From an optimization exercise on the open Yosys and OpenROAD flow, aimed at small area; shortcuts taken in it are not production practice.
Function was checked by simulation only, so behaviour that the tests miss may differ from the original.
Power and IR drop assume default switching activity.

==> inputs of delta <==
==> flow/design.v (excerpt) <==
module dadnme_engine (
    input  logic        Clk,
    input  logic        Reset,         
    input  logic        vs,            
    input  logic [7:0]  keycode, keycode_2,
    input  logic [9:0]  DrawX, DrawY,  
    output logic        is_ball,
    output logic [15:0] me_addr,
    output logic [7:0]  me_state,
    output logic        is_enemy,
    output logic [15:0] en_addr,
    output logic [1:0]  en_move,
    output logic        en_beida,
    output logic        is_en_blood_bar,
    output logic        is_enemy3,
    output logic [15:0] en_addr3,
    output logic        is_blood_bar,
    output logic [15:0] bb_addr,
    output logic        bb_white,
    output logic [19:0] bg_addr,
    output logic        show_success,
    output logic [17:0] success_addr,
    output logic        level
);
    function automatic [24:0] add(input [23:0] x, input [23:0] y, input ci);
        logic c;
        c = ci;
        for (int i = 0; i < 24; i++) begin
            add[i] = x[i] ^ y[i] ^ c;
            c = (x[i] & y[i]) | (c & (x[i] ^ y[i]));
        end
        add[24] = c;
    endfunction
    function automatic logic uge(input [23:0] x, input [23:0] y);
        logic r;
        r = 1'b1;
  ...
==> flow/config.mk <==
export PLATFORM = sky130hd
export DESIGN_NAME = dadnme_engine
export DESIGN_NICKNAME = dadnme_engine
export VERILOG_FILES = /design/flow/design.v
export SDC_FILE = /design/flow/constraint.sdc
export NUM_CORES = 4
export LEC_CHECK = 0
export CAP_MARGIN = 20
export CORE_MARGIN = 2
export CORE_UTILIZATION = 70
export SLEW_MARGIN = 20
==> flow/constraint.sdc <==
create_clock -name core_clock -period 25.0 [get_ports {Clk}]
set_input_delay 5.0000 -clock core_clock [delete_from_list [all_inputs] [get_ports {Clk}]]
set_output_delay 5.0000 -clock core_clock [all_outputs]
set_load 0.01 [all_outputs]
standard.sh (not shown) runs the stock make flow with config.mk's settings and CLKGATE_MAP_FILE= SYNTH_SCRIPT=/design/flow/synth_recipe.tcl, a recipe that flattens the netlist after the stock synthesis.
==> flow/flow/run.sh <==
#!/bin/bash
# The standard layout (standard.sh) with these changes, none of which
# touches the registers or their names:
# - Yosys's synth runs with -noabc, so the gate-level adders reach ORFS's
#   full-adder extraction as written (the final ABC mapping still runs);
# - the final ABC mapping uses a copy of ORFS's scripts whose speed script
#   is turned towards area: &dc2 in place of &syn2, &nf with delay
#   relaxed (-R 1000 -p), four more rounds, and no closing buffer/upsize
#   (the clock period is 25 ns; the placer's repair still buffers and
#   sizes what it needs);
# - the port buffers use the smallest buffer cell, buf_1;
# - clock tree synthesis adds no dummy loads.
# Each tool's output is in standard_flow.log (and ORFS's own logs).
set -euo pipefail
here=$(pwd)
rm -rf "$here/scripts_mod"
cp -r "$FLOW_HOME/scripts" "$here/scripts_mod"
python3 - "$here/scripts_mod/abc_speed.script" <<'PY'
import sys
p = sys.argv[1]
out = []
for l in open(p).read().split('\n'):
    t = l.strip()
    if t in ('buffer -c', 'upsize -c'):
        continue
    if t == '&nf':
        l = '&nf -R 1000 -p'
    elif t == '&syn2':
        l = '&dc2'
    elif t == '&put':
        out += ['&st', '&dc2', '&if -g -K 6', '&synch2', '&nf -R 1000 -p'] * 4
    out.append(l)
open(p, 'w').write('\n'.join(out))
PY
bash standard.sh "SCRIPTS_DIR=$here/scripts_mod" "SYNTH_ARGS=-noabc" \
    "BUFFER_PORTS_ARGS=-buffer_cell sky130_fd_sc_hd__buf_1" \
    "CTS_ARGS=-repair_clock_nets -dont_use_dummy_load" \
    finish > standard_flow.log 2>&1
==> amber: changes against delta <==
--- a/flow/flow/run.sh
+++ b/flow/flow/run.sh
@@ -36,3 +36,3 @@
     "BUFFER_PORTS_ARGS=-buffer_cell sky130_fd_sc_hd__buf_1" \
-    "CTS_ARGS=-repair_clock_nets -dont_use_dummy_load" \
+    "CTS_ARGS=-sink_clustering_enable -repair_clock_nets -dont_use_dummy_load -buf_list sky130_fd_sc_hd__clkbuf_8 -root_buf sky130_fd_sc_hd__clkbuf_16" \
     finish > standard_flow.log 2>&1
--- a/flow/config.mk
+++ b/flow/config.mk
@@ -9,3 +9,4 @@
 export CORE_MARGIN = 2
-export CORE_UTILIZATION = 70
+export CORE_UTILIZATION = 50
+export PLACE_DENSITY = 0.9
 export SLEW_MARGIN = 20
==> juniper: changes against delta <==
--- a/flow/flow/run.sh
+++ b/flow/flow/run.sh
@@ -36,3 +36,3 @@
     "BUFFER_PORTS_ARGS=-buffer_cell sky130_fd_sc_hd__buf_1" \
-    "CTS_ARGS=-repair_clock_nets -dont_use_dummy_load" \
+    "CTS_ARGS=-sink_clustering_enable -repair_clock_nets -dont_use_dummy_load -clustering_exponent 6" \
     finish > standard_flow.log 2>&1
==> comparison <==
Against juniper, the combinational power of amber is larger by 3.6%.
delta ran to the end with no violations. juniper finished with timing, DRC and antenna clean. amber passed the timing, DRC and antenna checks.
Total power: juniper > delta > amber.
Between delta and amber, the lower non-clock buffer count is in amber (gap 5).
First-iteration DRC count: amber > juniper > delta.

[static timing again, ports no longer ideal]
No port has a modelled driver above. Below, the same layouts with a new extraction and two added sets of constraints.
Step 1 assumes that a clkbuf_16 drives the clock port and a buf_2 every other input.
Step 2, shift: input delay + t, output delay - t, t = (earliest + latest rising clock arrival at the registers) / 2. This alone moves slack from input paths to output paths.
a / b / c = ideal ports / drivers / drivers and shift; a / b = the first two.
run | shift t [ns] | slack for setup (ns) | worst data-port slew with drivers (ns)
delta | 0.485 | 3.297 / 3.269 / 3.269 | 0.04
amber | 0.450 | 3.007 / 2.982 / 2.982 | 0.05
juniper | 0.486 | 3.298 / 3.270 / 3.270 | 0.04
After both steps setup and hold are still met in every run listed.
